What follows belongs to an exercise in optimizing a design on an open flow for small area, a short achievable clock period and few clock cycles per item; a production flow would make more cautious choices.
Function was checked by simulation only, so behaviour that the tests miss may differ from the original.
Power is estimated from default activity; no workload was simulated.

==> flow/design.v, too long to show whole: its modules and the start of the top module <==
// module binary_adder: 5 lines
// module adder_subtracter: 27 lines
// module mux2: 6 lines
// module sb16: 36 lines
// module ROM1: 15 lines
// module ROM2: 24 lines
// module mask_d: 45 lines
// module ACC: 133 lines
// module top_ALU: 32 lines
// module addressb: 59 lines
// module fau: 354 lines
// module inversion_rom: 21 lines
// module inversion_new: 153 lines
// module instruction_decoder: 71 lines
// module scalarconv_tnaf: 570 lines
// module scalarconv_top: 42 lines
// module processor: 97 lines
// module program_rom: 82 lines
// module ecsm_fsm: 186 lines
// module ecsm_processor: 26 lines
module ecsm_processor(clk, rst, en_ecsm, done_ecsm, addr, doutb, dina, wea);
  // ...
==> flow/flow/run.sh <==
#!/bin/bash
set -euo pipefail
sed -e 's/SETUP_SLACK_MARGIN=5/SETUP_SLACK_MARGIN=5 BUFFER_PORTS_ARGS="-buffer_cell sky130_fd_sc_hd__buf_4"/' standard.sh > standard_mod.sh
grep -q 'BUFFER_PORTS_ARGS' standard_mod.sh
bash standard_mod.sh > standard.log 2>&1
==> flow/standard.sh <==
#!/bin/bash
# synth_recipe.tcl (not shown) runs the flow's synth.tcl, then flattens the netlist and writes it again
# the make line also repeats each setting of config.mk as NAME=value (left out here)
make -C /OpenROAD-flow-scripts/flow DESIGN_CONFIG=/design/flow/config.mk WORK_HOME=/design/flow/orfs CLKGATE_MAP_FILE= SYNTH_SCRIPT=/design/flow/synth_recipe.tcl "${@:-finish}"
==> flow/config.mk <==
export PLATFORM = sky130hd
export DESIGN_NAME = ecsm_processor
export DESIGN_NICKNAME = ecsm_processor
export VERILOG_FILES = /design/flow/design.v
export SDC_FILE = /design/flow/constraint.sdc
export NUM_CORES = 4
export LEC_CHECK = 0
export ABC_AREA = 1
export CAP_MARGIN = 20
export CORE_MARGIN = 2
export CORE_UTILIZATION = 40
export CTS_BUF_LIST = sky130_fd_sc_hd__clkbuf_4 sky130_fd_sc_hd__clkbuf_8
export SETUP_SLACK_MARGIN = 5
export SLEW_MARGIN = 20
==> flow/constraint.sdc <==
create_clock -name core_clock -period 10.0 [get_ports {clk}]
set_input_delay 2.0000 -clock core_clock [delete_from_list [all_inputs] [get_ports {clk}]]
set_output_delay 2.0000 -clock core_clock [all_outputs]
set_load 0.01 [all_outputs]
==> summary.txt, run 1 <==
Outcome
  • Status: no timing/DRC/antenna violations

Worst setup path
  • Critical path depth: 31
  • Worst path bufs/invs: 5
  • FF-to-FF End: i_processor.address_r[6]
  • Origin of the worst setup path: i_processor.SC.SC.state[5]
  • Startpoint Class: flip-flop
  • Setup CP Type: flip-flop to flip-flop
  • Crit end category: flip-flop

Global routing
  • GR peak layer: met2
  • Met3 GRT Util: 0.03524
  • First-pass GRT wire length: ~180000 um
  • Largest net degree at the start of global routing: 53

Placement
  • Place WS: just under 5000 ps
  • Hpwl dp: roughly 87000 um

STA
  • Fin. Hold Viols: 0
  • Achievable Freq: about 0.22 GHz
  • Setup TNS: 0 ps
  • Final WS setup: around 5400 ps

CTS
  • Post-CTS setup buffer count: 0
  • CTS Buf Count: approximately 80

Finish
  • Layout clock area frac: 0.04917
  • Multi-input combinational area share: 0.5783
  • Inverters: ~620
  • Final std cells w/o fill: between 6000 and 7000
  • Nonclk buf count: 96
  • Non-clock buffer share: 0.01980

Logic synthesis
  • Syn_nets: around 5200
  • Synthesized area: 33160 um^2
  • Top_reg_cell synth: dfxtp_1
  • Adder-cell share of the synthesized area: 0.04151
  • Multiplexer area fraction after synthesis: 0.0009056

Route
  • Wire per inst: 19.04 um
  • Max Used Layer: met4

Power and ir drop
  • Sequential power: between 1500 and 2000 uW

Floorplanning
  • I/O Pins: 45
Testbench counts, summed over its fixed seeds: cycles 8,085,985, items 12.
==> module scalarconv_tnaf, before the edit <==
module scalarconv_tnaf(clk, rst, suspend, Tbit_no_sign, b0_one, b1_zero, M4_out0, flag_adjustment,
			rst_d_carry, en1, en2, clr1, clr2, sel1, sel2, sel3, sel6, sel7, Tbit_sign, mask, mask_d_en, enable_flag_adjustment,
			add_sub, carry_en, lsb_en, lsb_en_mode, address_carryin, R1set, Cen, Cshift, terminal_condition,
			BaseSel, SCOffset, wea, length_even, Tbit_ready, done, 
			state, length_counter, Tbit_no_sign_n, BaseSel_n, SCOffset_n, address_carryin_n, wea_n);
input clk, rst;
input suspend;		 
input Tbit_no_sign;	 
input b0_one, b1_zero;  
input M4_out0;				 
input [1:0] flag_adjustment;
input Tbit_no_sign_n;		 
output [2:0] BaseSel_n;		 
output [4:0] SCOffset_n;
output address_carryin_n;
output wea_n;			 
output reg rst_d_carry, en1, en2, clr1, clr2, sel1, sel7, R1set, Cen, Cshift;
output terminal_condition, enable_flag_adjustment;
output reg add_sub, lsb_en, address_carryin, wea, mask_d_en;
output reg [1:0] sel2, carry_en;
output reg [2:0] BaseSel; 
output reg [4:0] SCOffset;
output sel3, sel6, Tbit_sign, mask;
output reg lsb_en_mode;
output reg length_even;	 
output Tbit_ready;
output reg done;
output [5:0] state;
output [8:0] length_counter;
assign {sel3, sel6, mask} = 3'b000;
reg [4:0] word_counter;
reg [8:0] length_counter;
reg [5:0] state, nextstate;
reg clr_wc, inc_wc, dec_length;
wire wc_full, wc_half, wc_zero, lc_full;
wire length_counter_large, terminal_condition_wire;	 
reg terminal_condition;
wire done_wire;
wire rst_or_state_is30;
always @(posedge clk)
begin
	if(clr_wc)
		word_counter<=5'd0;
	else if(inc_wc)
		word_counter<=word_counter+1'b1;
	else
		word_counter<=word_counter;
end
always @(posedge clk)
begin
	if(rst_or_state_is30)
		length_counter <= 9'd0;
	else if(dec_length)
		length_counter <= length_counter - 1'b1;	
	else if((state==6'd22 || state==6'd35) & wc_half)
		length_counter <= length_counter + 1'b1;
	else
		length_counter <= length_counter;
end
assign wc_full = (word_counter==6'd17) ? 1'b1 : 1'b0;
assign wc_half = (word_counter==6'd8) ? 1'b1 : 1'b0;
assign wc_zero = (word_counter==6'd0) ? 1'b1 : 1'b0;
assign lc_full = (length_counter==9'd282) ? 1'b1 : 1'b0;
assign length_counter_large = (length_counter>9'd280) ? 1'b1 : 1'b0;
assign terminal_condition_wire = wc_zero & length_counter_large & b0_one & b1_zero & (state==6'd35);
assign Tbit_sign = length_counter[0];
assign enable_flag_adjustment = (((state==6'd26 && M4_out0==1'b0)|(state==6'd28 && flag_adjustment[0]==1'b1)) & wc_zero)? 1'b1 : 1'b0;
assign rst_or_state_is30 = (rst | (state==6'd30)) ? 1'b1 : 1'b0;
always @(posedge clk)
rst_d_carry <= rst_or_state_is30;
always @(posedge clk)	 
begin
	if(rst_or_state_is30)
		terminal_condition<=1'b0;
	else if(terminal_condition_wire)
		terminal_condition<=1'b1;
	else 
		terminal_condition<=terminal_condition;
end
always @(posedge clk)
begin
	if(clr_wc)	 
		length_even<=length_counter[0];
	else	
		length_even<=length_even;
end
always @(posedge clk)
begin
	if(rst)
		state<=6'd0;
	else if(suspend)
		state<=state;
	else
		state<=nextstate;
end		
wire [5:0] ns_eff = suspend ? state : nextstate;
wire [4:0] wc_n = clr_wc ? 5'd0 : (inc_wc ? word_counter + 1'b1 : word_counter);
wire nwc_full = (wc_n == 5'd17);
wire nwc_half = (wc_n == 5'd8);
wire nwc_zero = (wc_n == 5'd0);
wire [8:0] lc_n = (state==6'd30) ? 9'd0 :
                  dec_length ? length_counter - 1'b1 :
                  ((state==6'd22 || state==6'd35) & wc_half) ? length_counter + 1'b1 : length_counter;
reg n_en1, n_en2, n_clr1, n_clr2, n_clr_wc, n_inc_wc, n_dec_length, n_sel1, n_sel7, n_add_sub, n_lsb_en,
    n_R1set, n_Cen, n_Cshift, n_address_carryin, n_wea, n_mask_d_en;
reg [2:0] n_BaseSel;
reg [1:0] n_sel2, n_carry_en;
wire n_lsb_en_mode = (nwc_full & (ns_eff==6'd13)) | (nwc_half & (ns_eff==6'd32));
assign SCOffset_n = (ns_eff>6'd37) ? lc_n[8:4] : wc_n;
assign BaseSel_n = n_BaseSel;
assign address_carryin_n = n_address_carryin;
assign wea_n = n_wea & ~rst;
always @(posedge clk)
begin
	if(rst) begin	 
	{en1, en2, clr1, clr2, clr_wc, inc_wc, dec_length, sel1, sel7, add_sub, lsb_en,
	 R1set, Cen, Cshift, address_carryin, wea, mask_d_en} <= 17'b00111000000010000;
	BaseSel <= 3'd0;
	sel2 <= 2'd0;
	carry_en <= 2'd0;
	lsb_en_mode <= 1'b0;
	end else begin
	{en1, en2, clr1, clr2, clr_wc, inc_wc, dec_length, sel1, sel7, add_sub, lsb_en,
	 R1set, Cen, Cshift, address_carryin, wea, mask_d_en} <=
	{n_en1, n_en2, n_clr1, n_clr2, n_clr_wc, n_inc_wc, n_dec_length, n_sel1, n_sel7, n_add_sub, n_lsb_en,
	 n_R1set, n_Cen, n_Cshift, n_address_carryin, n_wea, n_mask_d_en};
	BaseSel <= n_BaseSel;
	sel2 <= n_sel2;
	carry_en <= n_carry_en;
	lsb_en_mode <= n_lsb_en_mode;
	end
	SCOffset <= SCOffset_n;
end
always @*
begin
	case(ns_eff)
	6'd0: begin		 
			n_en1<=1'b0; n_en2<=1'b0; n_clr1<=1'b1; n_clr2<=1'b1; n_clr_wc<=1'b1; n_inc_wc<=1'b0; n_dec_length<=1'b0;
			n_BaseSel<=3'd0; n_sel1<=1'b0; n_sel2<=2'd0; n_sel7<=1'b0; n_add_sub<=1'b0; n_carry_en<=2'd0; n_lsb_en<=1'b0;
			n_R1set<=1'b0; n_Cen<=1'b1; n_Cshift<=1'b0; n_address_carryin<=1'b0; n_wea<=1'b0; n_mask_d_en<=1'b0;
			end
	6'd1: begin		 
			n_en1<=1'b0; n_en2<=1'b0; n_clr1<=1'b0; n_clr2<=1'b0; n_inc_wc<=1'b1; n_dec_length<=1'b0;
			n_BaseSel<=3'd1; n_sel1<=1'b0; n_sel2<=2'd0; n_sel7<=1'b0; n_add_sub<=1'b0; n_carry_en<=2'd0; n_lsb_en<=1'b0;
			n_R1set<=1'b0; n_Cen<=1'b0; n_Cshift<=1'b0; n_address_carryin<=1'b0; n_wea<=1'b1; n_mask_d_en<=1'b0;
			if(nwc_full) n_clr_wc<=1'b1; else n_clr_wc<=1'b0;
			end
	6'd2: begin		 
			n_en1<=1'b0; n_en2<=1'b0; n_clr1<=1'b0; n_clr2<=1'b0; n_inc_wc<=1'b1; n_dec_length<=1'b0;
			n_BaseSel<=3'd2; n_sel1<=1'b0; n_sel2<=2'd0; n_sel7<=1'b0; n_add_sub<=1'b0; n_carry_en<=2'd0; n_lsb_en<=1'b0;
			n_R1set<=1'b0; n_Cen<=1'b1; n_Cshift<=1'b0; n_address_carryin<=1'b0; n_wea<=1'b1; n_mask_d_en<=1'b0;
			if(nwc_full) begin n_clr_wc<=1'b1; n_R1set<=1'b1; end
			else begin n_clr_wc<=1'b0; n_R1set<=1'b0; end
			end
	6'd3: begin		 
			n_en1<=1'b0; n_en2<=1'b0; n_clr1<=1'b0; n_clr2<=1'b0; n_inc_wc<=1'b1; n_clr_wc<=1'b0; n_dec_length<=1'b0;
			n_BaseSel<=3'd3; n_sel1<=1'b0; n_sel2<=2'd0; n_sel7<=1'b0; n_add_sub<=1'b0; n_carry_en<=2'd0; n_lsb_en<=1'b0;
			n_R1set<=1'b0; n_Cen<=1'b1; n_Cshift<=1'b0; n_address_carryin<=1'b0; n_wea<=1'b1; n_mask_d_en<=1'b0;
			if(nwc_full) n_clr_wc<=1'b1; else n_clr_wc<=1'b0;
			end
	6'd4: begin		 
			n_en1<=1'b0; n_en2<=1'b0; n_clr1<=1'b0; n_clr2<=1'b0; n_clr_wc<=1'b0; n_inc_wc<=1'b0; n_dec_length<=1'b0;
			n_BaseSel<=3'd0; n_sel1<=1'b0; n_sel2<=2'd0; n_sel7<=1'b0; n_add_sub<=1'b0; n_carry_en<=2'd0; n_lsb_en<=1'b0;
			n_R1set<=1'b0; n_Cen<=1'b0; n_Cshift<=1'b0; n_address_carryin<=1'b0; n_wea<=1'b0; n_mask_d_en<=1'b0;
			end
	6'd62: begin	 
			n_en1<=1'b0; n_en2<=1'b0; n_clr1<=1'b0; n_clr2<=1'b0; n_clr_wc<=1'b0; n_inc_wc<=1'b0; n_dec_length<=1'b0;
			n_BaseSel<=3'd0; n_sel1<=1'b0; n_sel2<=2'd0; n_sel7<=1'b0; n_add_sub<=1'b0; n_carry_en<=2'd3; n_lsb_en<=1'b0;
			n_R1set<=1'b0; n_Cen<=1'b0; n_Cshift<=1'b0; n_address_carryin<=1'b0; n_wea<=1'b0; n_mask_d_en<=1'b0;
			end
	6'd5: begin		 
			n_en1<=1'b0; n_en2<=1'b0; n_clr1<=1'b0; n_clr2<=1'b0; n_clr_wc<=1'b0; n_inc_wc<=1'b0; n_dec_length<=1'b0;
			n_BaseSel<=3'd2; n_sel1<=1'b0; n_sel2<=2'd0; n_sel7<=1'b0; n_add_sub<=1'b0; n_carry_en<=2'd0; n_lsb_en<=1'b0;
			n_R1set<=1'b0; n_Cen<=1'b0; n_Cshift<=1'b0; n_address_carryin<=1'b0; n_wea<=1'b0; n_mask_d_en<=1'b0;
			end
	6'd6: begin		 
			n_en1<=1'b0; n_en2<=1'b1; n_clr1<=1'b0; n_clr2<=1'b0; n_clr_wc<=1'b0; n_inc_wc<=1'b0; n_dec_length<=1'b0;
			n_BaseSel<=3'd3; n_sel1<=1'b0; n_sel2<=2'd0; n_sel7<=1'b0; n_add_sub<=1'b0; n_carry_en<=2'd0; n_lsb_en<=1'b0;
			n_R1set<=1'b0; n_Cen<=1'b0; n_Cshift<=1'b0; n_address_carryin<=1'b0; n_wea<=1'b0; n_mask_d_en<=1'b0;
			end
	6'd7: begin		 
			n_en1<=1'b1; n_en2<=1'b0; n_clr1<=1'b0; n_clr2<=1'b0; n_clr_wc<=1'b0; n_inc_wc<=1'b0; n_dec_length<=1'b0;
			n_BaseSel<=3'd4; n_sel1<=1'b0; n_sel2<=2'd0; n_sel7<=1'b0; n_add_sub<=1'b0; n_carry_en<=2'd0; n_lsb_en<=1'b0;
			n_R1set<=1'b0; n_Cen<=1'b0; n_Cshift<=1'b0; n_address_carryin<=1'b0; n_wea<=1'b0; n_mask_d_en<=1'b0;
			end
	6'd8: begin		 
			n_en1<=1'b0; n_en2<=1'b1; n_clr1<=1'b0; n_clr2<=1'b0; n_clr_wc<=1'b0; n_inc_wc<=1'b0; n_dec_length<=1'b0;
			n_BaseSel<=3'd5; n_sel1<=1'b0; n_sel7<=1'b0; n_carry_en<=2'd1; n_lsb_en<=1'b0;
			n_R1set<=1'b0; n_Cen<=1'b1; n_Cshift<=1'b0; n_address_carryin<=1'b0; n_wea<=1'b0; n_mask_d_en<=1'b0;
			if(nwc_zero) n_sel2<=2'd0; else n_sel2<=2'd1;
			if(Tbit_no_sign_n) n_add_sub<=1'b0; else n_add_sub<=1'b1;
			end
	6'd9: begin		 
			n_en1<=1'b1; n_en2<=1'b0; n_clr1<=1'b0; n_clr2<=1'b0; n_clr_wc<=1'b0; n_inc_wc<=1'b0; n_dec_length<=1'b0;
			n_BaseSel<=3'd2; n_sel1<=1'b0; n_sel2<=2'd0; n_sel7<=1'b0; n_add_sub<=1'b0; n_carry_en<=2'd0; n_lsb_en<=1'b0;
			n_R1set<=1'b0; n_Cen<=1'b0; n_Cshift<=1'b0; n_address_carryin<=1'b0; n_wea<=1'b1; n_mask_d_en<=1'b0;
			end
	6'd10:begin		 
			n_en1<=1'b0; n_en2<=1'b0; n_clr1<=1'b0; n_clr2<=1'b0; n_clr_wc<=1'b0; n_inc_wc<=1'b0; n_dec_length<=1'b0;
			n_BaseSel<=3'd5; n_sel1<=1'b0; n_sel7<=1'b0; n_carry_en<=2'd2; n_lsb_en<=1'b0;
			n_R1set<=1'b0; n_Cen<=1'b1; n_Cshift<=1'b0; n_address_carryin<=1'b0; n_wea<=1'b0; n_mask_d_en<=1'b0;
			if(nwc_zero) n_sel2<=2'd0; else n_sel2<=2'd2;
			if(Tbit_no_sign_n) n_add_sub<=1'b0; else n_add_sub<=1'b1;
			end
	6'd11:begin		 
			n_en1<=1'b0; n_en2<=1'b0; n_clr1<=1'b0; n_clr2<=1'b0; n_inc_wc<=1'b1; n_dec_length<=1'b0;
			n_BaseSel<=3'd4; n_sel1<=1'b0; n_sel2<=2'd0; n_sel7<=1'b0; n_add_sub<=1'b0; n_carry_en<=2'd0; n_lsb_en<=1'b0;
			n_R1set<=1'b0; n_Cen<=1'b0; n_Cshift<=1'b0; n_address_carryin<=1'b0; n_wea<=1'b1; n_mask_d_en<=1'b0;
			if(nwc_half) n_clr_wc<=1'b1; else n_clr_wc<=1'b0; 	
			end
	6'd12: begin		 
			n_en1<=1'b0; n_en2<=1'b0; n_clr1<=1'b0; n_clr2<=1'b0; n_clr_wc<=1'b0; n_inc_wc<=1'b0; n_dec_length<=1'b0;
			n_BaseSel<=3'd0; n_sel1<=1'b0; n_sel2<=2'd0; n_sel7<=1'b0; n_add_sub<=1'b0; n_carry_en<=2'd0; n_lsb_en<=1'b0;
			n_R1set<=1'b0; n_Cen<=1'b0; n_Cshift<=1'b0; n_address_carryin<=1'b0; n_wea<=1'b0; n_mask_d_en<=1'b0;
			end
	6'd13: begin		 
			n_en1<=1'b0; n_en2<=1'b1; n_clr1<=1'b0; n_clr2<=1'b0; n_clr_wc<=1'b0; n_inc_wc<=1'b0; n_dec_length<=1'b0;
			n_BaseSel<=3'd0; n_sel1<=1'b0; n_sel2<=2'd0; n_sel7<=1'b0; n_add_sub<=1'b0; n_carry_en<=2'd0; n_lsb_en<=1'b0^nwc_full;
			n_R1set<=1'b0; n_Cen<=1'b0; n_Cshift<=1'b0; n_address_carryin<=1'b1; n_wea<=1'b0; n_mask_d_en<=1'b0;
			end
	6'd14: begin		 
			n_en1<=1'b0; n_en2<=1'b0; n_clr1<=1'b1; n_clr2<=1'b0; n_clr_wc<=1'b0; n_inc_wc<=1'b0; n_dec_length<=1'b0;
			n_BaseSel<=3'd1; n_sel1<=1'b0; n_sel2<=2'd0; n_sel7<=1'b0; n_add_sub<=1'b0; n_carry_en<=2'd0; n_lsb_en<=1'b1^nwc_full;
			n_R1set<=1'b0; n_Cen<=1'b0; n_Cshift<=1'b0; n_address_carryin<=1'b0; n_wea<=1'b0; n_mask_d_en<=1'b0;
			end
	6'd15: begin		 
			n_en1<=1'b1; n_en2<=1'b0; n_clr1<=1'b0; n_clr2<=1'b0; n_clr_wc<=1'b0; n_inc_wc<=1'b0; n_dec_length<=1'b0;
			n_BaseSel<=3'd1; n_sel1<=1'b1; n_sel2<=2'd0; n_sel7<=1'b0; n_add_sub<=1'b0; n_carry_en<=2'd0; n_lsb_en<=1'b0;
			n_R1set<=1'b0; n_Cen<=1'b1; n_Cshift<=1'b0; n_address_carryin<=1'b0; n_wea<=1'b0;
				if(nwc_zero) n_mask_d_en<=1'b1; else n_mask_d_en<=1'b0;
			end
	6'd16: begin		 
			n_en1<=1'b0; n_en2<=1'b0; n_clr1<=1'b0; n_clr2<=1'b0; n_clr_wc<=1'b0; n_inc_wc<=1'b0; n_dec_length<=1'b0;
			n_BaseSel<=3'd1; n_sel1<=1'b1; n_sel7<=1'b0; n_add_sub<=1'b1; n_carry_en<=2'd1; n_lsb_en<=1'b0;
			n_R1set<=1'b0; n_Cen<=1'b1; n_Cshift<=1'b0; n_address_carryin<=1'b0; n_wea<=1'b1;
			if(nwc_zero) begin n_mask_d_en<=1'b1; n_sel2<=2'd3;	end
			else begin n_mask_d_en<=1'b0; n_sel2<=2'd1;	end
			end
	6'd17: begin		 
			n_en1<=1'b0; n_en2<=1'b0; n_clr1<=1'b0; n_clr2<=1'b0; n_inc_wc<=1'b1; n_dec_length<=1'b0;
			n_BaseSel<=3'd0; n_sel1<=1'b1; n_sel7<=1'b0; n_add_sub<=1'b1; n_carry_en<=2'd0; n_lsb_en<=1'b0;
			n_R1set<=1'b0; n_Cen<=1'b0; n_Cshift<=1'b0; n_address_carryin<=1'b0; n_wea<=1'b1; n_mask_d_en<=1'b0;
			if(nwc_full) n_clr_wc<=1'b1; else n_clr_wc<=1'b0;
			if(nwc_zero) n_sel2<=2'd0;	else n_sel2<=2'd1;
			end
	6'd18:begin		 
			n_en1<=1'b0; n_en2<=1'b0; n_clr1<=1'b0; n_clr2<=1'b0; n_clr_wc<=1'b0; n_inc_wc<=1'b0; n_dec_length<=1'b0;
			n_BaseSel<=3'd5; n_sel1<=1'b0; n_sel2<=2'd0; n_sel7<=1'b0; n_add_sub<=1'b0; n_carry_en<=2'd0; n_lsb_en<=1'b0;
			n_R1set<=1'b0; n_Cen<=1'b0; n_Cshift<=1'b0; n_address_carryin<=1'b0; n_wea<=1'b0; n_mask_d_en<=1'b0;
			end
	6'd19:begin		 
			n_en1<=1'b1; n_en2<=1'b1; n_clr1<=1'b0; n_clr2<=1'b0; n_clr_wc<=1'b0; n_inc_wc<=1'b0; n_dec_length<=1'b0;
			n_BaseSel<=3'd3; n_sel1<=1'b0; n_sel2<=2'd0; n_sel7<=1'b0; n_add_sub<=1'b0; n_carry_en<=2'd0; n_lsb_en<=1'b0;
			n_R1set<=1'b0; n_Cen<=1'b0; n_Cshift<=1'b0; n_address_carryin<=1'b0; n_wea<=1'b0; n_mask_d_en<=1'b0;
			end
	6'd20:begin		 
			n_en1<=1'b1; n_en2<=1'b0; n_clr1<=1'b0; n_clr2<=1'b0; n_clr_wc<=1'b0; n_inc_wc<=1'b0; n_dec_length<=1'b0;
			n_BaseSel<=3'd3; n_sel1<=1'b0; n_sel7<=1'b0; n_add_sub<=1'b0; n_carry_en<=2'd1; n_lsb_en<=1'b0;
			n_R1set<=1'b0; n_Cen<=1'b1; n_Cshift<=1'b0; n_address_carryin<=1'b0; n_wea<=1'b0; n_mask_d_en<=1'b0;
			if(nwc_zero) n_sel2<=2'd0; else n_sel2<=2'd1;
			end
	6'd21:begin		 
			n_en1<=1'b0; n_en2<=1'b0; n_clr1<=1'b0; n_clr2<=1'b0; n_clr_wc<=1'b0; n_inc_wc<=1'b0; n_dec_length<=1'b0;
			n_BaseSel<=3'd3; n_sel1<=1'b0; n_sel7<=1'b0; n_add_sub<=1'b1; n_carry_en<=2'd2; n_lsb_en<=1'b0;
			n_R1set<=1'b0; n_Cen<=1'b1; n_Cshift<=1'b0; n_address_carryin<=1'b0; n_wea<=1'b1; n_mask_d_en<=1'b0;
			if(nwc_zero) n_sel2<=2'd0; else n_sel2<=2'd2;
			end
	6'd22:begin		 
			n_en1<=1'b0; n_en2<=1'b0; n_clr1<=1'b0; n_clr2<=1'b0; n_inc_wc<=1'b1; n_dec_length<=1'b0;
			n_BaseSel<=3'd5; n_sel1<=1'b0; n_sel2<=2'd0; n_sel7<=1'b0; n_add_sub<=1'b1; n_carry_en<=2'd0; n_lsb_en<=1'b0;
			n_R1set<=1'b0; n_Cen<=1'b0; n_Cshift<=1'b0; n_address_carryin<=1'b0; n_wea<=1'b1; n_mask_d_en<=1'b0;
			if(nwc_half) n_clr_wc<=1'b1; else n_clr_wc<=1'b0;
			end			
	6'd23:begin		 
			n_en1<=1'b0; n_en2<=1'b0; n_clr1<=1'b0; n_clr2<=1'b0; n_clr_wc<=1'b0; n_inc_wc<=1'b0; n_dec_length<=1'b0;
			n_BaseSel<=3'd2; n_sel1<=1'b0; n_sel2<=2'd0; n_sel7<=1'b0; n_add_sub<=1'b0; n_carry_en<=2'd0; n_lsb_en<=1'b0;
			n_R1set<=1'b0; n_Cen<=1'b0; n_Cshift<=1'b0; n_address_carryin<=1'b0; n_wea<=1'b0; n_mask_d_en<=1'b0;
			end
	6'd24:begin		 
			n_en1<=1'b0; n_en2<=1'b1; n_clr1<=1'b0; n_clr2<=1'b0; n_clr_wc<=1'b0; n_inc_wc<=1'b0; n_dec_length<=1'b0;
			n_BaseSel<=3'd0; n_sel1<=1'b0; n_sel2<=2'd0; n_sel7<=1'b0; n_add_sub<=1'b0; n_carry_en<=2'd0; n_lsb_en<=1'b0;
			n_R1set<=1'b0; n_Cen<=1'b0; n_Cshift<=1'b0; n_address_carryin<=1'b0; n_wea<=1'b0; n_mask_d_en<=1'b0;
			end
	6'd25:begin		 
			n_en1<=1'b1; n_en2<=1'b0; n_clr1<=1'b0; n_clr2<=1'b0; n_clr_wc<=1'b0; n_inc_wc<=1'b0; n_dec_length<=1'b0;
			n_BaseSel<=3'd4; n_sel1<=1'b0; n_sel2<=2'd0; n_sel7<=1'b0; n_add_sub<=1'b0; n_carry_en<=2'd0; n_lsb_en<=1'b0; 
			n_R1set<=1'b0; n_Cen<=1'b0; n_Cshift<=1'b0; n_address_carryin<=1'b0; n_wea<=1'b0; n_mask_d_en<=1'b0;
			end
	6'd26:begin		 
			n_en1<=1'b0; n_en2<=1'b1; n_clr1<=1'b0; n_clr2<=1'b0; n_clr_wc<=1'b0; n_inc_wc<=1'b0; n_dec_length<=1'b0;
			n_BaseSel<=3'd1; n_sel1<=1'b0; n_sel7<=1'b1; n_add_sub<=1'b1; n_lsb_en<=1'b0;
			n_R1set<=1'b0; n_Cen<=1'b1; n_Cshift<=1'b0; n_address_carryin<=1'b0; n_wea<=1'b0; n_mask_d_en<=1'b0;
			if(nwc_zero) begin n_sel2<=2'd3; n_carry_en<=2'd3; end
			else begin n_sel2<=2'd1; n_carry_en<=2'd1; end
			end
	6'd27:begin		 
			n_en1<=1'b1; n_en2<=1'b0; n_clr1<=1'b0; n_clr2<=1'b0; n_clr_wc<=1'b0; n_inc_wc<=1'b0; n_dec_length<=1'b0;
			n_BaseSel<=3'd2; n_sel1<=1'b0; n_sel2<=2'd0; n_sel7<=1'b0; n_add_sub<=1'b0; n_carry_en<=2'd0; n_lsb_en<=1'b0;
			n_R1set<=1'b0; n_Cen<=1'b0; n_Cshift<=1'b0; n_address_carryin<=1'b0; n_wea<=1'b1; n_mask_d_en<=1'b0;
			end
	6'd28:begin		 
			n_en1<=1'b0; n_en2<=1'b0; n_clr1<=1'b0; n_clr2<=1'b0; n_clr_wc<=1'b0; n_inc_wc<=1'b0; n_dec_length<=1'b0;
			n_BaseSel<=3'd5; n_sel1<=1'b0; n_sel7<=1'b0; n_add_sub<=1'b1; n_carry_en<=2'd2; n_lsb_en<=1'b0;
			n_R1set<=1'b0; n_Cen<=1'b1; n_Cshift<=1'b0; n_address_carryin<=1'b0; n_wea<=1'b0; n_mask_d_en<=1'b0;
			if(nwc_zero) n_sel2<=2'd0; else n_sel2<=2'd2;
			end
	6'd29:begin		 
			n_en1<=1'b0; n_en2<=1'b0; n_clr1<=1'b0; n_clr2<=1'b0; n_inc_wc<=1'b1; n_dec_length<=1'b0;
			n_BaseSel<=3'd4; n_sel1<=1'b0; n_sel2<=2'd0; n_sel7<=1'b0; n_add_sub<=1'b0; n_carry_en<=2'd0; n_lsb_en<=1'b0;
			n_R1set<=1'b0; n_Cen<=1'b0; n_Cshift<=1'b0; n_address_carryin<=1'b0; n_wea<=1'b1; n_mask_d_en<=1'b0;
			if(nwc_half) n_clr_wc<=1'b1; else n_clr_wc<=1'b0; 	
			end
	6'd30:begin		 
			n_en1<=1'b0; n_en2<=1'b0; n_clr1<=1'b1; n_clr2<=1'b1; n_clr_wc<=1'b1; n_inc_wc<=1'b0; n_dec_length<=1'b0;
			n_BaseSel<=3'd2; n_sel1<=1'b0; n_sel2<=2'd0; n_sel7<=1'b0; n_add_sub<=1'b0; n_carry_en<=2'd0; n_lsb_en<=1'b0;
			n_R1set<=1'b0; n_Cen<=1'b0; n_Cshift<=1'b1; n_address_carryin<=1'b0; n_wea<=1'b0; n_mask_d_en<=1'b0;
			end
	6'd31:begin		 
			n_en1<=1'b0; n_en2<=1'b0; n_clr1<=1'b0; n_clr2<=1'b0; n_clr_wc<=1'b0; n_inc_wc<=1'b0; n_dec_length<=1'b0;
			n_BaseSel<=3'd2; n_sel1<=1'b0; n_sel2<=2'd0; n_sel7<=1'b0; n_add_sub<=1'b0; n_carry_en<=2'd0; n_lsb_en<=1'b0;
			n_R1set<=1'b0; n_Cen<=1'b0; n_Cshift<=1'b0; n_address_carryin<=1'b0; n_wea<=1'b0; n_mask_d_en<=1'b0;
			end
	6'd32:begin		 
			n_en1<=1'b0; n_en2<=1'b1; n_clr1<=1'b0; n_clr2<=1'b0; n_clr_wc<=1'b0; n_inc_wc<=1'b0; n_dec_length<=1'b0;
			n_BaseSel<=3'd2; n_sel1<=1'b0; n_sel2<=2'd0; n_sel7<=1'b0; n_add_sub<=1'b0; n_carry_en<=2'd0; n_lsb_en<=1'b0^nwc_half;
			n_R1set<=1'b0; n_Cen<=1'b0; n_Cshift<=1'b0; n_address_carryin<=1'b1; n_wea<=1'b0; n_mask_d_en<=1'b0;
			end
	6'd33:begin		 
			n_en1<=1'b0; n_en2<=1'b0; n_clr1<=1'b1; n_clr2<=1'b0; n_clr_wc<=1'b0; n_inc_wc<=1'b0; n_dec_length<=1'b0;
			n_BaseSel<=3'd4; n_sel1<=1'b0; n_sel2<=2'd0; n_sel7<=1'b0; n_add_sub<=1'b0; n_carry_en<=2'd0; n_lsb_en<=1'b1^nwc_half;
			n_R1set<=1'b0; n_Cen<=1'b0; n_Cshift<=1'b0; n_address_carryin<=1'b0; n_wea<=1'b0; n_mask_d_en<=1'b0;
			end
	6'd34:begin		 
			n_en1<=1'b1; n_en2<=1'b0; n_clr1<=1'b0; n_clr2<=1'b0; n_clr_wc<=1'b0; n_inc_wc<=1'b0; n_dec_length<=1'b0;
			n_BaseSel<=3'd4; n_sel1<=1'b1; n_sel2<=2'd0; n_sel7<=1'b0; n_add_sub<=1'b0; n_carry_en<=2'd0; n_lsb_en<=1'b0;
			n_R1set<=1'b0; n_Cen<=1'b1; n_Cshift<=1'b0; n_address_carryin<=1'b0; n_wea<=1'b0;
				if(nwc_zero) n_mask_d_en<=1'b1; else n_mask_d_en<=1'b0; 
			end
	6'd35:begin		 
			n_en1<=1'b0; n_en2<=1'b0; n_clr1<=1'b0; n_clr2<=1'b0; n_clr_wc<=1'b0; n_inc_wc<=1'b0; n_dec_length<=1'b0;
			n_BaseSel<=3'd4; n_sel1<=1'b1; n_sel7<=1'b0; n_add_sub<=1'b1; n_carry_en<=2'd1; n_lsb_en<=1'b0;
			n_R1set<=1'b0; n_Cen<=1'b1; n_Cshift<=1'b0; n_address_carryin<=1'b0; n_wea<=1'b1;
				if(nwc_zero) begin n_mask_d_en<=1'b1; n_sel2<=2'd3; end
				else begin n_mask_d_en<=1'b0; n_sel2<=2'd1; end
			end
	6'd36:begin		 
			n_en1<=1'b0; n_en2<=1'b0; n_clr1<=1'b0; n_clr2<=1'b0; n_dec_length<=1'b0;
			n_BaseSel<=3'd2; n_sel1<=1'b1; n_sel7<=1'b0; n_add_sub<=1'b1; n_carry_en<=2'd0; n_lsb_en<=1'b0;
			n_R1set<=1'b0; n_Cen<=1'b0; n_Cshift<=1'b0; n_address_carryin<=1'b0; n_wea<=1'b1; n_mask_d_en<=1'b0;
			if(nwc_half) n_clr_wc<=1'b1; else n_clr_wc<=1'b0;
			if(nwc_zero) begin n_sel2<=2'd0; n_inc_wc<=1'b0; end 
			else begin n_sel2<=2'd1; n_inc_wc<=1'b1; end
			end
	6'd37:begin		 
			n_en1<=1'b0; n_en2<=1'b0; n_clr1<=1'b0; n_clr2<=1'b0; n_clr_wc<=1'b1; n_inc_wc<=1'b0; n_dec_length<=1'b0;
			n_BaseSel<=3'd2; n_sel1<=1'b1; n_sel2<=2'd0; n_sel7<=1'b0; n_add_sub<=1'b1; n_carry_en<=2'd0; n_lsb_en<=1'b0;
			n_R1set<=1'b0; n_Cen<=1'b0; n_Cshift<=1'b0; n_address_carryin<=1'b0; n_wea<=1'b0; n_mask_d_en<=1'b1;
			end
	6'd38: begin		 
			n_en1<=1'b0; n_en2<=1'b0; n_clr1<=1'b0; n_clr2<=1'b0; n_clr_wc<=1'b0; n_inc_wc<=1'b0; n_dec_length<=1'b0;
			n_BaseSel<=3'd0; n_sel1<=1'b0; n_sel2<=2'd0; n_sel7<=1'b0; n_add_sub<=1'b0; n_carry_en<=2'd0; n_lsb_en<=1'b0;
			n_R1set<=1'b0; n_Cen<=1'b0; n_Cshift<=1'b0; n_address_carryin<=1'b0; n_wea<=1'b0; n_mask_d_en<=1'b0;
			end
	6'd39: begin		 
			n_en1<=1'b1; n_en2<=1'b1; n_clr1<=1'b0; n_clr2<=1'b0; n_clr_wc<=1'b0; n_inc_wc<=1'b0; n_dec_length<=1'b0;
			n_BaseSel<=3'd0; n_sel1<=1'b0; n_sel2<=2'd0; n_sel7<=1'b0; n_add_sub<=1'b0; n_carry_en<=2'd0; n_lsb_en<=1'b0;
			n_R1set<=1'b0; n_Cen<=1'b0; n_Cshift<=1'b0; n_address_carryin<=1'b0; n_wea<=1'b0; n_mask_d_en<=1'b0;
			end
	6'd40: begin		 
			n_en1<=1'b0; n_en2<=1'b0; n_clr1<=1'b0; n_clr2<=1'b0; n_clr_wc<=1'b0; n_inc_wc<=1'b0; n_dec_length<=1'b0;
			n_BaseSel<=3'd0; n_sel1<=1'b0; n_sel2<=2'd3; n_sel7<=1'b1; n_add_sub<=1'b0; n_carry_en<=2'd0; n_lsb_en<=1'b0;
			n_R1set<=1'b0; n_Cen<=1'b1; n_Cshift<=1'b0; n_address_carryin<=1'b0; n_wea<=1'b0; n_mask_d_en<=1'b0;
			end
	6'd41: begin		 
			n_en1<=1'b0; n_en2<=1'b0; n_clr1<=1'b0; n_clr2<=1'b0; n_clr_wc<=1'b0; n_inc_wc<=1'b1; n_dec_length<=1'b0;
			n_BaseSel<=3'd0; n_sel1<=1'b1; n_sel2<=2'd0; n_sel7<=1'b0; n_add_sub<=1'b0; n_carry_en<=2'd0; n_lsb_en<=1'b0;
			n_R1set<=1'b0; n_Cen<=1'b1; n_Cshift<=1'b0; n_address_carryin<=1'b0; n_wea<=1'b1; n_mask_d_en<=1'b0;
			end
	6'd42: begin		 
			n_en1<=1'b0; n_en2<=1'b0; n_clr1<=1'b0; n_clr2<=1'b0; n_clr_wc<=1'b1; n_inc_wc<=1'b0; n_dec_length<=1'b0;
			n_BaseSel<=3'd0; n_sel1<=1'b0; n_sel2<=2'd0; n_sel7<=1'b0; n_add_sub<=1'b0; n_carry_en<=2'd0; n_lsb_en<=1'b0;
			n_R1set<=1'b0; n_Cen<=1'b0; n_Cshift<=1'b0; n_address_carryin<=1'b0; n_wea<=1'b0; n_mask_d_en<=1'b0;
			end
	6'd47:begin		 
			n_en1<=1'b0; n_en2<=1'b0; n_clr1<=1'b1; n_clr2<=1'b0; n_clr_wc<=1'b0; n_inc_wc<=1'b0; n_dec_length<=1'b0;
			n_BaseSel<=3'd0; n_sel1<=1'b0; n_sel2<=2'd0; n_sel7<=1'b0; n_add_sub<=1'b0; n_carry_en<=2'd0; n_lsb_en<=1'b0;
			n_R1set<=1'b0; n_Cen<=1'b0; n_Cshift<=1'b0; n_address_carryin<=1'b0; n_wea<=1'b0; n_mask_d_en<=1'b0;
			end
	6'd48:begin		 
			n_en1<=1'b0; n_en2<=1'b1; n_clr1<=1'b0; n_clr2<=1'b0; n_clr_wc<=1'b0; n_inc_wc<=1'b0; n_dec_length<=1'b0;
			n_BaseSel<=3'd0; n_sel1<=1'b0; n_sel2<=2'd0; n_sel7<=1'b0; n_add_sub<=1'b0; n_carry_en<=2'd0; n_lsb_en<=1'b1;
			n_R1set<=1'b0; n_Cen<=1'b0; n_Cshift<=1'b0; n_address_carryin<=1'b0; n_wea<=1'b0; n_mask_d_en<=1'b0;
			end
	6'd49:begin		 
			n_en1<=1'b0; n_en2<=1'b0; n_clr1<=1'b0; n_clr2<=1'b0; n_clr_wc<=1'b0; n_inc_wc<=1'b0; n_dec_length<=1'b0;
			n_BaseSel<=3'd0; n_sel1<=1'b1; n_sel2<=2'd0; n_sel7<=1'b1; n_add_sub<=1'b0; n_carry_en<=2'd0; n_lsb_en<=1'b0;
			n_R1set<=1'b0; n_Cen<=1'b1; n_Cshift<=1'b0; n_address_carryin<=1'b0; n_wea<=1'b0; n_mask_d_en<=1'b0;
			end
	6'd50:begin		 
			n_en1<=1'b0; n_en2<=1'b0; n_clr1<=1'b0; n_clr2<=1'b0; n_clr_wc<=1'b0; n_inc_wc<=1'b0; n_dec_length<=1'b1;
			n_BaseSel<=3'd0; n_sel1<=1'b1; n_sel2<=2'd0; n_sel7<=1'b0; n_add_sub<=1'b0; n_carry_en<=2'd0; n_lsb_en<=1'b0;
			n_R1set<=1'b0; n_Cen<=1'b1; n_Cshift<=1'b0; n_address_carryin<=1'b0; n_wea<=1'b1; n_mask_d_en<=1'b0;
			end	
	6'd51:begin		 
			n_en1<=1'b0; n_en2<=1'b0; n_clr1<=1'b0; n_clr2<=1'b0; n_clr_wc<=1'b0; n_inc_wc<=1'b0; n_dec_length<=1'b0;
			n_BaseSel<=3'd0; n_sel1<=1'b0; n_sel2<=2'd0; n_sel7<=1'b0; n_add_sub<=1'b0; n_carry_en<=2'd0; n_lsb_en<=1'b0;
			n_R1set<=1'b0; n_Cen<=1'b0; n_Cshift<=1'b0; n_address_carryin<=1'b0; n_wea<=1'b0; n_mask_d_en<=1'b0;
			end
	6'd52:begin		 
			n_en1<=1'b0; n_en2<=1'b1; n_clr1<=1'b0; n_clr2<=1'b0; n_clr_wc<=1'b0; n_inc_wc<=1'b0; n_dec_length<=1'b0;
			n_BaseSel<=3'd0; n_sel1<=1'b0; n_sel2<=2'd0; n_sel7<=1'b0; n_add_sub<=1'b0; n_carry_en<=2'd0; n_lsb_en<=1'b1;
			n_R1set<=1'b0; n_Cen<=1'b0; n_Cshift<=1'b0; n_address_carryin<=1'b0; n_wea<=1'b0; n_mask_d_en<=1'b0;
			end
	6'd53:begin		 
			n_en1<=1'b0; n_en2<=1'b0; n_clr1<=1'b0; n_clr2<=1'b0; n_clr_wc<=1'b0; n_inc_wc<=1'b0; n_dec_length<=1'b0;
			n_BaseSel<=3'd0; n_sel1<=1'b1; n_sel2<=2'd0; n_sel7<=1'b1; n_add_sub<=1'b0; n_carry_en<=2'd0; n_lsb_en<=1'b0;
			n_R1set<=1'b0; n_Cen<=1'b1; n_Cshift<=1'b0; n_address_carryin<=1'b0; n_wea<=1'b0; n_mask_d_en<=1'b0;
			end
	6'd54:begin		 
			n_en1<=1'b0; n_en2<=1'b0; n_clr1<=1'b0; n_clr2<=1'b0; n_clr_wc<=1'b0; n_inc_wc<=1'b0; n_dec_length<=1'b1;
			n_BaseSel<=3'd0; n_sel1<=1'b1; n_sel2<=2'd0; n_sel7<=1'b0; n_add_sub<=1'b0; n_carry_en<=2'd0; n_lsb_en<=1'b0;
			n_R1set<=1'b0; n_Cen<=1'b1; n_Cshift<=1'b0; n_address_carryin<=1'b0; n_wea<=1'b1; n_mask_d_en<=1'b0;
			end
	6'd55:begin		 
			n_en1<=1'b0; n_en2<=1'b0; n_clr1<=1'b0; n_clr2<=1'b0; n_clr_wc<=1'b0; n_inc_wc<=1'b0; n_dec_length<=1'b0;
			n_BaseSel<=3'd0; n_sel1<=1'b1; n_sel2<=2'd0; n_sel7<=1'b0; n_add_sub<=1'b0; n_carry_en<=2'd0; n_lsb_en<=1'b0;
			n_R1set<=1'b0; n_Cen<=1'b0; n_Cshift<=1'b0; n_address_carryin<=1'b0; n_wea<=1'b0; n_mask_d_en<=1'b0;
			end
	6'd63:begin		 
			n_en1<=1'b0; n_en2<=1'b0; n_clr1<=1'b0; n_clr2<=1'b0; n_clr_wc<=1'b0; n_inc_wc<=1'b0; n_dec_length<=1'b0;
			n_BaseSel<=3'd0; n_sel1<=1'b0; n_sel2<=2'd0; n_sel7<=1'b0; n_add_sub<=1'b0; n_carry_en<=2'd0; n_lsb_en<=1'b0;
			n_R1set<=1'b0; n_Cen<=1'b0; n_Cshift<=1'b0; n_address_carryin<=1'b0; n_wea<=1'b0; n_mask_d_en<=1'b0;
			end
	default: begin		 
			n_en1<=1'b0; n_en2<=1'b0; n_clr1<=1'b0; n_clr2<=1'b0; n_clr_wc<=1'b0; n_inc_wc<=1'b0; n_dec_length<=1'b0;
			n_BaseSel<=3'd0; n_sel1<=1'b0; n_sel2<=2'd0; n_sel7<=1'b0; n_add_sub<=1'b0; n_carry_en<=2'd0; n_lsb_en<=1'b0;
			n_R1set<=1'b0; n_Cen<=1'b0; n_Cshift<=1'b0; n_address_carryin<=1'b0; n_wea<=1'b0; n_mask_d_en<=1'b0;
			end
	endcase
end	
always @(state or wc_zero or wc_full or wc_half or lc_full or terminal_condition
			or length_even or length_counter[0])
begin
	case(state)
	6'd0: nextstate<=6'd1;
	6'd1: begin	 
				if(wc_full)
					nextstate<=6'd2;
				else	
					nextstate<=6'd1;
			end	
	6'd2: begin  
				if(wc_full)
					nextstate<=6'd3;
				else
					nextstate<=6'd2;
			end
	6'd3: begin  
				if(wc_full)
					nextstate<=6'd4;
				else
					nextstate<=6'd3;
			end	
	6'd4: nextstate<=6'd62;
	6'd62: nextstate<=6'd12;
	6'd5: nextstate<=6'd6;
	6'd6: nextstate<=6'd7;
	6'd7: nextstate<=6'd8;
	6'd8: nextstate<=6'd9;
	6'd9: nextstate<=6'd10;
	6'd10: nextstate<=6'd11;
	6'd11: begin
				if(wc_half)
					nextstate<=6'd18;
				else
					nextstate<=6'd5;
			end
	6'd12: nextstate<=6'd13;
	6'd13: nextstate<=6'd14;
	6'd14: nextstate<=6'd15;
	6'd15: nextstate<=6'd16;
	6'd16: nextstate<=6'd17;
	6'd17: begin
				if(wc_full)
					nextstate<=6'd5;
				else	
					nextstate<=6'd12;
			end	
	6'd18: nextstate<=6'd19;
	6'd19: nextstate<=6'd20;
	6'd20: nextstate<=6'd21;
	6'd21: nextstate<=6'd22;	
	6'd22: begin
				if(lc_full & wc_half)
					nextstate<=6'd23;
				else if(wc_half)
					nextstate<=6'd12;
				else	
					nextstate<=6'd18;
			end
	6'd23: nextstate<=6'd24;
	6'd24: nextstate<=6'd25;
	6'd25: nextstate<=6'd26;
	6'd26: nextstate<=6'd27;
	6'd27: nextstate<=6'd28;
	6'd28: nextstate<=6'd29;
	6'd29: begin
				if(wc_half)
					nextstate<=6'd30;
				else
					nextstate<=6'd23;
			end
	6'd30: nextstate<=6'd31;
	6'd31: nextstate<=6'd32;
	6'd32: nextstate<=6'd33;
	6'd33: nextstate<=6'd34;
	6'd34: nextstate<=6'd35;
	6'd35: nextstate<=6'd36;
	6'd36: begin
				if(terminal_condition)
					nextstate<=6'd37;
				else if(wc_zero)
					nextstate<=6'd38;
				else
					nextstate<=6'd31;
			end
	6'd37: nextstate<=6'd38;
	6'd38: nextstate<=6'd39;
	6'd39: nextstate<=6'd40;
	6'd40: nextstate<=6'd41;
	6'd41: begin
				if(terminal_condition)
					nextstate<=6'd42;
				else
					nextstate<=6'd31;
			end
	6'd42: nextstate<=6'd47;			
	6'd47: begin
				if(length_even)
					nextstate<=6'd51;	
				else			
					nextstate<=6'd48;
			end			
	6'd48: nextstate<=6'd49;
	6'd49: nextstate<=6'd50;
	6'd50: nextstate<=6'd63;			 
	6'd51: nextstate<=6'd52;
	6'd52: nextstate<=6'd53;
	6'd53: nextstate<=6'd54;
	6'd54: nextstate<=6'd55;
	6'd55: begin
				if(length_counter[0])
					nextstate<=6'd63;		 
				else			
					nextstate<=6'd51;
			end
	6'd63: nextstate<=6'd51;
	default: nextstate<=6'd63;
	endcase
end
assign Tbit_ready = (state==6'd63) ? 1'b1 : 1'b0;
assign done_wire = (Tbit_ready & (length_counter==9'd511)) ? 1'b1 : 1'b0;
always @(posedge clk)
begin
	if(rst)
		done<=1'b0;
	else
		done<= done_wire | done;
end		
endmodule
==> module scalarconv_top, before the edit <==
module scalarconv_top(clk, rst, suspend, Tbit_no_sign, b0_one, b1_zero, M4_out0, flag_adjustment,
         		rst_d_carry, control_group1, control_group2, wea, address_carryin, BaseSel, SCOffset,
			length_even, Tbit_ready, done,
			state, length_counter, Tbit_no_sign_n, BaseSel_n, SCOffset_n, address_carryin_n, wea_n);
input clk, rst;
input suspend;		 
input Tbit_no_sign;
input b0_one, b1_zero;  
input M4_out0;				 
input [1:0] flag_adjustment;
output rst_d_carry;
output [8:0] control_group1;
output [13:0] control_group2;
output wea, address_carryin;
output [2:0] BaseSel;
output [4:0] SCOffset;
output length_even;
output Tbit_ready, done;
output [5:0] state;
output [8:0] length_counter;
input Tbit_no_sign_n;
output [2:0] BaseSel_n;
output [4:0] SCOffset_n;
output address_carryin_n;
output wea_n;
wire en1, en2, clr1, clr2, sel1, sel7, R1set, Cen, Cshift;
wire terminal_condition, enable_flag_adjustment;
wire add_sub, lsb_en, address_carryin, wea, mask_d_en;
wire [1:0] sel2, carry_en;
wire [2:0] BaseSel; 
wire sel3, sel6, Tbit_sign, mask, lsb_en_mode;
wire length_even;	 
wire Tbit_ready, done;
scalarconv_tnaf	SC(clk, rst, suspend, Tbit_no_sign, b0_one, b1_zero, M4_out0, flag_adjustment,
			rst_d_carry, en1, en2, clr1, clr2, sel1, sel2, sel3, sel6, sel7, Tbit_sign, mask, mask_d_en, enable_flag_adjustment,
			add_sub, carry_en, lsb_en, lsb_en_mode, address_carryin, R1set, Cen, Cshift, terminal_condition,
			BaseSel, SCOffset, wea, length_even, Tbit_ready, done,
			state, length_counter, Tbit_no_sign_n, BaseSel_n, SCOffset_n, address_carryin_n, wea_n);
assign control_group1 = {en1, en2, clr1, clr2, sel3, sel6, mask, Cen, Cshift}; 
assign control_group2 = {sel1, sel2, sel7, Tbit_sign, mask_d_en, enable_flag_adjustment, add_sub, 
									  carry_en, lsb_en, lsb_en_mode, R1set, terminal_condition};
endmodule
==> module processor, before the edit <==
module 	processor(clk, rst, instruction_ready, instruction, op0, op1, op2,
			address, doutb, dina, wea, length_even, done_SC, Tbit_pair, flag_adjustment, instruction_executed,
			state_SC, fuse, op3, pvar);
input clk, rst;
input instruction_ready;
input [2:0] instruction;
input [3:0] op0, op1, op2;
output [7:0] address;
input [15:0] doutb;
output [15:0] dina;
output wea;
output length_even, done_SC;
output [1:0] Tbit_pair, flag_adjustment;
output instruction_executed;
output [5:0] state_SC;
input fuse;		 
input [3:0] op3;
input [1:0] pvar;	 
wire [5:0] state_SC;
wire [8:0] length_counter;
wire [15:0] CL, R2, R1;
wire [2:0] state_inv;
wire [7:0] inv_rom_dout;
wire [7:0] count;
wire done_primitive, done_inversion;
wire [8:0] control_group3, control_group3_ins, control_group3_inv;
wire [3:0] BasePtSel;
wire [1:0] Base_en, mode;
wire en_primitive, en_invert, suspend;
wire [4:0] SCOffset;
wire [2:0] BaseSel_SC;
wire [8:0] control_group1, control_group1_SC;
wire [13:0] control_group2, control_group2_SC;
wire b0_one, b1_zero, M4_out0;
wire [1:0] Tbit_pair, flag_adjustment;
wire wea_SC, address_carryin;
wire Tbit_no_sign, rst_d_carry, LSB_store;
wire [7:0] address_SC, RdBase1, RdBase2, BasePointer, RdBase1_n, RdBase2_n;
wire suspend_n, Tbit_no_sign_n, address_carryin_n;
wire [2:0] BaseSel_n;
wire [4:0] SCOffset_n;
wire [7:0] op0_base, op3_base;
reg suspend_r;
reg [7:0] address_SC_r;
wire [15:0] dina_ALU;
wire [7:0] address_F, address_F_n;
wire [15:0] dina_F;
wire wea_F, wea_F_n, wea_SC_n;
reg [7:0] address_r;
reg wea_r;
instruction_decoder  INS_DEC(clk, rst, instruction_ready, Tbit_ready,
				  instruction, op0, op1, op2, done_primitive, done_inversion,
				  control_group3_ins, en_invert, suspend,
				  instruction_executed, suspend_n);
always @(posedge clk)
	suspend_r <= rst | suspend_n;
scalarconv_top	 SC(clk, rst, suspend_r, Tbit_no_sign, b0_one, b1_zero, M4_out0, flag_adjustment,
	  	 rst_d_carry, control_group1_SC, control_group2_SC, wea_SC, address_carryin, BaseSel_SC, SCOffset,
		 length_even, Tbit_ready, done_SC,
		 state_SC, length_counter, Tbit_no_sign_n, BaseSel_n, SCOffset_n, address_carryin_n, wea_SC_n);
inversion_new	IN(clk, ~en_invert, done_primitive,
				control_group3_inv, done_inversion,
				state_inv, inv_rom_dout, count);
fau		FU(clk, rst | ~en_primitive, mode, RdBase1, RdBase2, BasePointer,
		   doutb, address_F, dina_F, wea_F, done_primitive, address_F_n, wea_F_n, op3_base, fuse);
top_ALU			ALU(clk, rst, rst_d_carry, control_group1, control_group2, mode, 1'b1, 1'b0, 3'd0,
			    LSB_store, Tbit_no_sign, doutb, dina_ALU, b0_one, b1_zero, Tbit_pair, M4_out0, flag_adjustment,
       			    CL, R2, R1, Tbit_no_sign_n);
addressb		ADDR(clk, rst, 5'd0, 6'd0, SCOffset, suspend_r,
			     BasePtSel, (suspend_r==1'b0) ? BaseSel_SC : 3'd0, 1'b0, Base_en, address_carryin, address_SC,
			     RdBase1, RdBase2, BasePointer, RdBase1_n, RdBase2_n, pvar);
ROM2 OP0BASE(op0, op0_base);
ROM2 OP3BASE(op3, op3_base);
wire [7:0] base_SC_n = (BaseSel_n==3'd0) ? RdBase1_n
                      :(BaseSel_n==3'd1) ? RdBase2_n
                      :(BaseSel_n==3'd2) ? 8'd234
                      :(BaseSel_n==3'd3) ? op0_base
                      :(BaseSel_n==3'd4) ? 8'd243
                      :(BaseSel_n==3'd5) ? 8'd63
                      :(BaseSel_n==3'd6) ? 8'd72
                      : 8'd81;
wire [7:0] address_SC_n = base_SC_n + {3'b000, SCOffset_n} + address_carryin_n;
always @(posedge clk)
	address_SC_r <= address_SC_n;
wire suspend_nx = rst | suspend_n;
always @(posedge clk) begin
	address_r <= suspend_nx ? address_F_n : address_SC_n;
	wea_r <= suspend_nx ? wea_F_n : wea_SC_n;
end
assign control_group1 = (suspend_r==1'b0) ? control_group1_SC : 9'b001110010;
assign control_group2 = control_group2_SC;
assign control_group3 = (en_invert) ? control_group3_inv : control_group3_ins;
assign {BasePtSel, Base_en, mode, en_primitive} = control_group3;
assign address = address_r;
assign dina = (suspend_r==1'b0) ? dina_ALU : dina_F;
assign wea = wea_r;
endmodule
==> run 2: changes to the inputs <==
--- a/flow/design.v
+++ b/flow/design.v
@@ -984,5 +984,6 @@
 			add_sub, carry_en, lsb_en, lsb_en_mode, address_carryin, R1set, Cen, Cshift, terminal_condition,
 			BaseSel, SCOffset, wea, length_even, Tbit_ready, done, 
-			state, length_counter, Tbit_no_sign_n, BaseSel_n, SCOffset_n, address_carryin_n, wea_n);
+			state, length_counter, Tbit_no_sign_n, BaseSel_n, SCOffset_n, address_carryin_n, wea_n,
+			wc_n, lc_hi_n, ns_hi);
 input clk, rst;
 input suspend;		 
@@ -996,4 +997,6 @@
 output address_carryin_n;
 output wea_n;			 
+output [4:0] wc_n, lc_hi_n;	 
+output ns_hi;			 
 output reg rst_d_carry, en1, en2, clr1, clr2, sel1, sel7, R1set, Cen, Cshift;
 output terminal_condition, enable_flag_adjustment;
@@ -1076,5 +1079,5 @@
 end		
 wire [5:0] ns_eff = suspend ? state : nextstate;
-wire [4:0] wc_n = clr_wc ? 5'd0 : (inc_wc ? word_counter + 1'b1 : word_counter);
+assign wc_n = clr_wc ? 5'd0 : (inc_wc ? word_counter + 1'b1 : word_counter);
 wire nwc_full = (wc_n == 5'd17);
 wire nwc_half = (wc_n == 5'd8);
@@ -1088,5 +1091,7 @@
 reg [1:0] n_sel2, n_carry_en;
 wire n_lsb_en_mode = (nwc_full & (ns_eff==6'd13)) | (nwc_half & (ns_eff==6'd32));
-assign SCOffset_n = (ns_eff>6'd37) ? lc_n[8:4] : wc_n;
+assign ns_hi = (ns_eff>6'd37);
+assign lc_hi_n = lc_n[8:4];
+assign SCOffset_n = ns_hi ? lc_hi_n : wc_n;
 assign BaseSel_n = n_BaseSel;
 assign address_carryin_n = n_address_carryin;
@@ -1553,5 +1558,6 @@
          		rst_d_carry, control_group1, control_group2, wea, address_carryin, BaseSel, SCOffset,
 			length_even, Tbit_ready, done,
-			state, length_counter, Tbit_no_sign_n, BaseSel_n, SCOffset_n, address_carryin_n, wea_n);
+			state, length_counter, Tbit_no_sign_n, BaseSel_n, SCOffset_n, address_carryin_n, wea_n,
+			wc_n, lc_hi_n, ns_hi);
 input clk, rst;
 input suspend;		 
@@ -1575,4 +1581,6 @@
 output address_carryin_n;
 output wea_n;
+output [4:0] wc_n, lc_hi_n;
+output ns_hi;
 wire en1, en2, clr1, clr2, sel1, sel7, R1set, Cen, Cshift;
 wire terminal_condition, enable_flag_adjustment;
@@ -1587,5 +1595,6 @@
 			add_sub, carry_en, lsb_en, lsb_en_mode, address_carryin, R1set, Cen, Cshift, terminal_condition,
 			BaseSel, SCOffset, wea, length_even, Tbit_ready, done,
-			state, length_counter, Tbit_no_sign_n, BaseSel_n, SCOffset_n, address_carryin_n, wea_n);
+			state, length_counter, Tbit_no_sign_n, BaseSel_n, SCOffset_n, address_carryin_n, wea_n,
+			wc_n, lc_hi_n, ns_hi);
 assign control_group1 = {en1, en2, clr1, clr2, sel3, sel6, mask, Cen, Cshift}; 
 assign control_group2 = {sel1, sel2, sel7, Tbit_sign, mask_d_en, enable_flag_adjustment, add_sub, 
@@ -1634,4 +1643,6 @@
 wire [4:0] SCOffset_n;
 wire [7:0] op0_base, op3_base;
+wire [4:0] wc_SC_n, lc_hi_SC_n;
+wire ns_hi_SC;
 reg suspend_r;
 reg [7:0] address_SC_r;
@@ -1651,5 +1662,6 @@
 	  	 rst_d_carry, control_group1_SC, control_group2_SC, wea_SC, address_carryin, BaseSel_SC, SCOffset,
 		 length_even, Tbit_ready, done_SC,
-		 state_SC, length_counter, Tbit_no_sign_n, BaseSel_n, SCOffset_n, address_carryin_n, wea_SC_n);
+		 state_SC, length_counter, Tbit_no_sign_n, BaseSel_n, SCOffset_n, address_carryin_n, wea_SC_n,
+		 wc_SC_n, lc_hi_SC_n, ns_hi_SC);
 inversion_new	IN(clk, ~en_invert, done_primitive,
 				control_group3_inv, done_inversion,
@@ -1665,13 +1677,30 @@
 ROM2 OP0BASE(op0, op0_base);
 ROM2 OP3BASE(op3, op3_base);
-wire [7:0] base_SC_n = (BaseSel_n==3'd0) ? RdBase1_n
-                      :(BaseSel_n==3'd1) ? RdBase2_n
-                      :(BaseSel_n==3'd2) ? 8'd234
-                      :(BaseSel_n==3'd3) ? op0_base
-                      :(BaseSel_n==3'd4) ? 8'd243
-                      :(BaseSel_n==3'd5) ? 8'd63
-                      :(BaseSel_n==3'd6) ? 8'd72
-                      : 8'd81;
-wire [7:0] address_SC_n = base_SC_n + {3'b000, SCOffset_n} + address_carryin_n;
+wire [7:0] wc8 = {3'b000, wc_SC_n};
+wire [7:0] s_b0 = RdBase1_n + wc8;
+wire [7:0] s_b0c = RdBase1_n + wc8 + 8'd1;
+wire [7:0] s_b1 = RdBase2_n + wc8;
+wire [7:0] s_b2 = 8'd234 + wc8;
+wire [7:0] s_b2c = 8'd235 + wc8;
+wire [7:0] s_b3 = op0_base + wc8;
+wire [7:0] s_b4 = 8'd243 + wc8;
+wire [7:0] s_b5 = 8'd63 + wc8;
+wire [7:0] s_b6 = 8'd72 + wc8;
+wire [7:0] s_b7 = 8'd81 + wc8;
+wire [7:0] s_hi = RdBase1_n + {3'b000, lc_hi_SC_n};
+reg [7:0] address_SC_n;
+always @* begin
+	if (ns_hi_SC) address_SC_n = s_hi;
+	else case (BaseSel_n)
+		3'd0: address_SC_n = address_carryin_n ? s_b0c : s_b0;
+		3'd1: address_SC_n = s_b1;
+		3'd2: address_SC_n = address_carryin_n ? s_b2c : s_b2;
+		3'd3: address_SC_n = s_b3;
+		3'd4: address_SC_n = s_b4;
+		3'd5: address_SC_n = s_b5;
+		3'd6: address_SC_n = s_b6;
+		default: address_SC_n = s_b7;
+	endcase
+end
 always @(posedge clk)
 	address_SC_r <= address_SC_n;
==> flow/flow/run.sh (replaced) <==
#!/bin/bash
set -euo pipefail
sed -e 's/SETUP_SLACK_MARGIN=5/SETUP_SLACK_MARGIN=6 BUFFER_PORTS_ARGS="-buffer_cell sky130_fd_sc_hd__buf_4"/' standard.sh > standard_mod.sh
grep -q 'SETUP_SLACK_MARGIN=6' standard_mod.sh
bash standard_mod.sh > standard.log 2>&1
==> run 2 against run 1 <==
  * Register-to-register slack better by 480 ps
  * Routed wire length is 5.9% higher
  * Core utilization grew 2.0 points
  * First-iteration DRC count rose by 25%
  * Clock power rose by 5%
  * Worst setup slack better by 480 ps
  * Worst hold slack gained 4.0 ps
  * Synthesized area is 4.3% higher
  * Fmax up 12%
  * Sequential share of layout area shrank 2.0 points
  * Final cell count increased by 6.5%
  * Die area up 4.2%
==> summary.txt, run 2 <==
Outcome
  • Status: no timing/DRC/antenna violations (unchanged)

Logic synthesis
  • Area contributors post-synth: dfxtp_1 (20%), nand2_1 (15%), xor2_1 (6.6%) (was dfxtp_1 (21%), nand2_1 (13%), nor2_1 (7.1%))
  • Top_reg_cell synth: dfxtp_1 (unchanged)
  • Yosys warns: 15 (unchanged)
  • Post-synth ARST share: 0 (unchanged)
  • Syn_nets: 5522 (was 5238)
  • Synthesized area: 34570 um^2 (was 33160 um^2)
  • Sequential-to-total area share from yosys stat: 0.2649 (was 0.2762)
  • Number of synthesized flops with an enable pin: 73 (unchanged)

Hold path
  • Hold Crit Depth: 2 (unchanged)
  • Sink of the worst hold path: i_processor.FU.gs2[1] (was i_processor.FU.gs2[0])

Floorplanning
  • Core Area: 85410 um^2 (was 82110 um^2)
  • I/O Pins: 45 (unchanged)
  • Die area: 88790 um^2 (was 85220 um^2)
  • Die extent in x: 298.0 um (was 291.9 um)

Worst setup path
  • Setup CP Type: flip-flop to flip-flop (unchanged)
  • FF-to-FF End: i_processor.address_r[6] (unchanged)
  • Worst R2R Setup Slack: 5880 ps (was 5410 ps)
  • Largest stage delay, worst path: 510 ps (was 470 ps)
  • Critical Path AT: 4740 ps (was 5140 ps)
  • R2r worst-path depth: 24 (was 31)
  • Crit end category: flip-flop (unchanged)
  • Startpoint Class: flip-flop (unchanged)
  • Worst r2r src: i_ecsm_fsm.cntr[6] (was i_processor.SC.SC.state[5])

Global routing
  • Gr ovfl total: 0 (unchanged)
  • Vias in the first global route: 34061 (was 31720)
  • Largest net degree at the start of global routing: 64 (was 53)
  • First-pass GRT wire length: 193300 um (was 182500 um)

Route
  • Total number of vias: 36377 (was 34045)
  • DRT antenna net count: 0 (unchanged)
  • Wire per inst: 18.92 um (was 19.04 um)

STA
  • Setup TNS: 0 ps (unchanged)
  • Achievable Freq: 0.2429 GHz (was 0.2176 GHz)
  • Worst hold slack: 407.7 ps (was 403.7 ps)
  • Fin crit share: 0.4116 (was 0.4595)
  • Fin. Hold Viols: 0 (unchanged)
  • Max_slew headroom: 0.1726 (was 0.2856)

Finish
  • Most common cell after layout, fill and taps aside: nand2_1 (unchanged)
  • Final std cells w/o fill: 6638 (was 6230)

Placement
  • Area after DPL: 35810 um^2 (was 34330 um^2)
  • Hpwl dp: 90980 um (was 87170 um)
  • GP Congestion: 1.021 (was 0.9714)

Power and ir drop
  • Power Density: 149.2 nW/um^2 (was 164.4 nW/um^2)
  • Pleak: 0.01731 uW (was 0.01571 uW)

CTS
  • CTS Buf Count: 83 (was 81)
  • Hold buffer count at cts: 0 (unchanged)
  • CTS tree: built (unchanged)
  • Worst-skew pair later-pin latency: 740 ps (was 680 ps)

Job
  • Number of max-cap violations: 0 (unchanged)
[run 2: cell types whose count changed in the layout (fill, tap and decap cells not counted), sizes merged, moves of 12 or more]
cell	previous run	this run
xnor2	213	240
nor3	93	80
nand3	293	279
xor2	246	261
ha	102	130
a21oi	276	290
a221oi	7	19
buf	96	170
nor2	649	620
inv	604	627
nand2	1195	1387
o221ai	23	10
[run 2: final cells by class]
| type | count | area [um^2] |
|---|---|---|
| fill | 8914 | 45810 |
| multi-input combinational | 4102 | 23210 |
| sequential | 421 | 9179 |
| inverter | 642 | 2469 |
| clock buffer | 126 | 1565 |
| tap | 1144 | 1431 |
| timing repair buffer | 171 | 1421 |
| clock inverter | 28 | 305.3 |
| timing repair inverter | 2 | 10.01 |
| antenna | 2 | 5.005 |
[run 2: cells by family (layout without fill, tap and decap cells)]
kind of cell,count (synthesis),in the layout,synth area share
xor gates and xnor gates,501,501,0.1269
other,0,2,0
and+or+nand+nor,2517,2518,0.3034
DFF,421,421,0.2649
adders and majority gates,137,137,0.05111
buffers and inverters,844,969,0.09385
muxes,2,2,0.0006153
AOI/OAI and AO/OA,944,944,0.1591
[run 2: worst max-delay path by stage]
stage,start,end,slack [ps],depth (start not counted)
after floorplan,doutb[0],i_processor.ALU.AL.CL[13],5960,16
after global placement,doutb[0],i_processor.ALU.AL.CL[13],4830,17
after detailed placement,doutb[0],i_processor.ALU.AL.CL[13],4810,17
after CTS,i_ecsm_fsm.cntr[6],i_processor.address_r[5],5940,34
after global routing,i_processor.INS_DEC.state[1],i_processor.address_r[5],5630,35
final,i_ecsm_fsm.cntr[6],i_processor.address_r[6],5880,24
[run 2: stage by stage]
step           worst slack, ps  total power [uW]  utilization
2_1_floorplan             5956              3142            -
3_3_place_gp              4832              3647       0.4192
3_5_place_dp              4810              3642       0.4192
4_1_cts                   5939              5798       0.4536
5_1_grt                   5634              6239       0.4636
6_report                  5884              5909       0.4636
[run 2: what timing repair did]
| action | CTS | global route |
|---|---|---|
| gates resized for setup | 192 | 153 |
| pin swaps | 67 | 79 |
| hold endpoints to repair | 0 | 0 |
| cloned | 2 | 1 |
| setup buffers | 52 | 40 |
| setup endpoints to repair | 82 | 40 |
[run 2: critical path, delay by kind of cell, from the launching register on]
family	cells	cell delay, ps
compound gates	7	1170
simple gates	8	890
buf+inv	6	730
fa+ha+maj	2	560
flops	1	510
xor+xnor	1	180
[run 2: routing by layer]
metal / vias up / part of all wire / global-route usage
li1: 17587 / - / -
met1: 16871 / 0.44 / 0.3675
met2: 1609 / 0.44 / 0.4327
met3: 306 / 0.086 / 0.04696
met4: 4 / 0.039 / 0.1011
met5: - / 0.00021 / 0
[run 2: where the power goes]
part	internal, uW	total (uW)	switching [uW]	leakage, uW
logic	673	2030	1360	0.0128
clock network	1160	1990	830	0.000985
registers	1820	1890	70.2	0.00355
total	3650	5910	2260	0.0173
Testbench counts of run 2, summed over its fixed seeds: cycles 8,085,985, items 12.

## what the ideal ports hide
In the flow no input, the clock included, has a driving cell. The finished layouts below were timed again as built, in two steps.
Step 1, drivers: a clkbuf_16 drives clk and a buf_2 each remaining input, both assumed.
Step 2 times the ports against the registers' clock, not the clock port: input delays grow and output delays shrink by t, the midpoint of the rising clock arrivals with the driver on.
a / b / c = no drivers / after step 1 / after step 2; a / b = the first two.
| run | shift t [ns] | slack for setup (ns) | latest minus earliest clock arrival (ns) |
|---|---|---|---|
| run 1 | 0.728 | 5.405 / 5.405 / 5.060 | 0.033 / 0.033 |
| run 2 | 0.779 | 5.884 / 5.884 / 5.334 | 0.056 / 0.056 |
After both steps setup and hold are still met in every run listed. For run 2, which loses most, drivers alone change the setup slack by 0.000 ns; drivers and shift together by -0.550 ns.
